This is an optimization exercise on Yosys and OpenROAD, whose aim is small area and a short achievable clock period, not a production implementation.
Power and IR drop assume default switching activity.

==> flow/design.v <==
module Registers (
  input  [31:0] A,
  input  [31:0] B,
  input         gt_e,
  input         eq_e,
  input         fge,
  input         of_in,
  output [31:0] Sum
);
  wire        sa = A[31], sb = B[31];
  wire [7:0]  ea = A[30:23], eb = B[30:23];
  wire        agb = gt_e | (eq_e & fge);    
  wire [7:0]  s0;
  wire        unused_c;
  CSA #(8) ediff (.a(ea), .b(~eb), .cin(1'b0), .s(s0), .cout(unused_c));
  wire [7:0]  dd  = s0 ^ {8{~gt_e}};
  wire [7:0]  eL  = gt_e ? ea : eb;
  wire        sub = sa ^ sb;
  wire [23:0] ma = {1'b1, A[22:0]}, mb = {1'b1, B[22:0]};
  wire [23:0] mL = agb ? ma : mb;
  wire [23:0] mP = agb ? (gt_e ? {1'b0, mb[23:1]} : mb) : ma;
  wire [23:0] mS = (|dd[7:5]) ? 24'd0 : mP >> dd[4:0];
  wire [23:0] s;
  wire        c;
  CSA #(24) add (.a(mL), .b(mS ^ {24{sub}}), .cin(sub), .s(s), .cout(c));
  wire [24:0] r = {c ^ sub, s};
  wire [4:0]  lz;
  wire [24:0] rs;
  normalizer n (.r(r), .lz(lz), .o(rs));
  wire        z  = ~|r;
  wire [7:0]  e1 = eL + 8'd1;
  wire [7:0]  e2 = eL + 8'd2;
  wire [7:0]  pe = z ? 8'd0 : e1 - {3'd0, lz};
  wire        of = of_in | (~z & (e2 == {3'd0, lz}));
  wire        sign = (agb ? sa : sb) & ~z;
  assign Sum = of ? 32'd0 : {sign, pe, rs[23:1]};
endmodule
module four_bit_adder #(parameter N = 23) (input [N-1:0] a, input [N-1:0] b, output ge);
  wire [N-1:0] s;
  CSA #(N) c (.a(a), .b(~b), .cin(1'b1), .s(s), .cout(ge));
endmodule
module CSA #(parameter N = 24) (input [N-1:0] a, input [N-1:0] b, input cin,
                                output [N-1:0] s, output cout);
  wire [N-1:0] g0 = a & b;
  wire [N-1:0] p0 = a ^ b;
  reg  [N-1:0] g, p;
  integer i, l;
  always @* begin
    g = g0;
    p = p0;
    g[0] = g0[0] | (p0[0] & cin);
    for (l = 0; (1 << l) < N; l = l + 1)
      for (i = 0; i < N; i = i + 1)
        if (i & (1 << l)) begin
          g[i] = g[i] | (p[i] & g[((i >> l) << l) - 1]);
          p[i] = p[i] & p[((i >> l) << l) - 1];
        end
  end
  assign s    = p0 ^ {g[N-2:0], cin};
  assign cout = g[N-1];
endmodule
module normalizer (input [24:0] r, output [4:0] lz, output [24:0] o);
  wire [31:0] x0 = {r, 7'd0};
  wire        z4 = ~|x0[31:16];
  wire [31:0] x1 = z4 ? {x0[15:0], 16'd0} : x0;
  wire        z3 = ~|x1[31:24];
  wire [31:0] x2 = z3 ? {x1[23:0], 8'd0} : x1;
  wire        z2 = ~|x2[31:28];
  wire [31:0] x3 = z2 ? {x2[27:0], 4'd0} : x2;
  wire        z1 = ~|x3[31:30];
  wire [31:0] x4 = z1 ? {x3[29:0], 2'd0} : x3;
  wire        z0 = ~x4[31];
  wire [31:0] x5 = z0 ? {x4[30:0], 1'd0} : x4;
  assign lz = {z4, z3, z2, z1, z0};
  assign o  = x5[31:7];
endmodule
module FPA (
  input  [31:0] A,
  input  [31:0] B,
  output        gt_e,     
  output        eq_e,     
  output        fge,      
  output        of_in     
);
  wire [7:0] ea = A[30:23], eb = B[30:23];
  wire [7:0] s0;
  CSA #(8) c (.a(ea), .b(~eb), .cin(1'b0), .s(s0), .cout(gt_e));
  assign eq_e  = ea == eb;
  four_bit_adder #(23) cmp (.a(A[22:0]), .b(B[22:0]), .ge(fge));
  assign of_in = (&ea) | (&eb);
endmodule
module FPA_final (
  input         clk,
  input         rst,
  input  [31:0] in1,
  input  [31:0] in2,
  output reg [31:0] OUT
);
  wire gt_n, eq_n, fge_n, of_n;
  FPA B1 (.A(in1), .B(in2), .gt_e(gt_n), .eq_e(eq_n), .fge(fge_n), .of_in(of_n));
  reg [31:0] A, B;
  reg        gt_e, eq_e, fge, of_in, rst_d;
  always @(posedge clk) begin
    A     <= in1;
    B     <= in2;
    gt_e  <= gt_n;
    eq_e  <= eq_n;
    fge   <= fge_n;
    of_in <= of_n;
    rst_d <= rst;
  end
  wire [31:0] C;
  Registers M (.A(A), .B(B), .gt_e(gt_e), .eq_e(eq_e), .fge(fge), .of_in(of_in), .Sum(C));
  always @(posedge clk) begin
    if (rst)
      OUT <= 32'd0;
    else if (rst_d)
      OUT <= 32'h00800000;
    else
      OUT <= C;
  end
endmodule
export LEC_CHECK = 0
export ABC_AREA = 1
export CAP_MARGIN = 20
export CORE_MARGIN = 2
export CORE_UTILIZATION = 40
export SLEW_MARGIN = 20
export SETUP_SLACK_MARGIN = 16.7
export BUFFER_PORTS_ARGS = -buffer_cell sky130_fd_sc_hd__buf_1
create_clock -name core_clock -period 22.0 [get_ports {clk}]
standard.sh (not shown) runs the stock make flow with config.mk's settings and CLKGATE_MAP_FILE= SYNTH_SCRIPT=/design/flow/synth_recipe.tcl, a recipe that flattens the netlist after the stock synthesis.
==> flow/flow/run.sh <==
#!/bin/bash
# Standard layout with three changes: the full/half-adder extraction pass is
# skipped in synthesis (ABC maps the prefix adders directly), the ports get
# sky130 buf_1 buffers, and the repair passes aim below the design's period.
cp config.mk config_orig.log
cat >> config.mk <<'EOC'
export ADDER_MAP_FILE =
export SETUP_SLACK_MARGIN = 16.7
export BUFFER_PORTS_ARGS = -buffer_cell sky130_fd_sc_hd__buf_1
EOC
bash standard.sh > standard_run.log 2>&1
Next try:
--- a/flow/flow/run.sh
+++ b/flow/flow/run.sh
@@ -8 +8 @@
-export SETUP_SLACK_MARGIN = 16.7
+export SETUP_SLACK_MARGIN = 16
- SETUP_SLACK_MARGIN: 16.7 -> 16
The changed run finished with timing, DRC and antenna clean.
Sequential power is about the same.
Synthesized area stays the same.
Worst setup slack gets better by 85 ps.
Final cell count fell by 4.9%.
Synthesized cell count is unchanged.
Non-clock buffer count decreases by 101.
Cell area is lower by 16%.
Fmax rose by about 1.5%.
Function was not checked in any run of this note: the RTL went through the layout flow alone.

-- port drivers added, routing unchanged --
No port has a modelled driver above. Below, the same layouts with a new extraction and two added sets of constraints. Step 1 assumes that a clkbuf_16 drives the clock port and a buf_2 every other input. Step 2 times the ports against the registers' clock, not the clock port: input delays grow and output delays shrink by t, the midpoint of the rising clock arrivals with the driver on. a / b / c = no drivers / after step 1 / after step 2; a / b = the first two.
run	t, ns	slack for setup (ns)	latest minus earliest clock arrival (ns)	worst data-port slew with drivers (ns)
the first run	0.415	16.077 / 16.077 / 15.772	0.015 / 0.015	0.03
the second run	0.419	16.162 / 16.190 / 15.771	0.014 / 0.014	0.03
After both steps setup and hold are still met in every run listed. The setup slack of the second run, which loses most, moves by +0.028 ns with the drivers and by -0.391 ns with both steps.
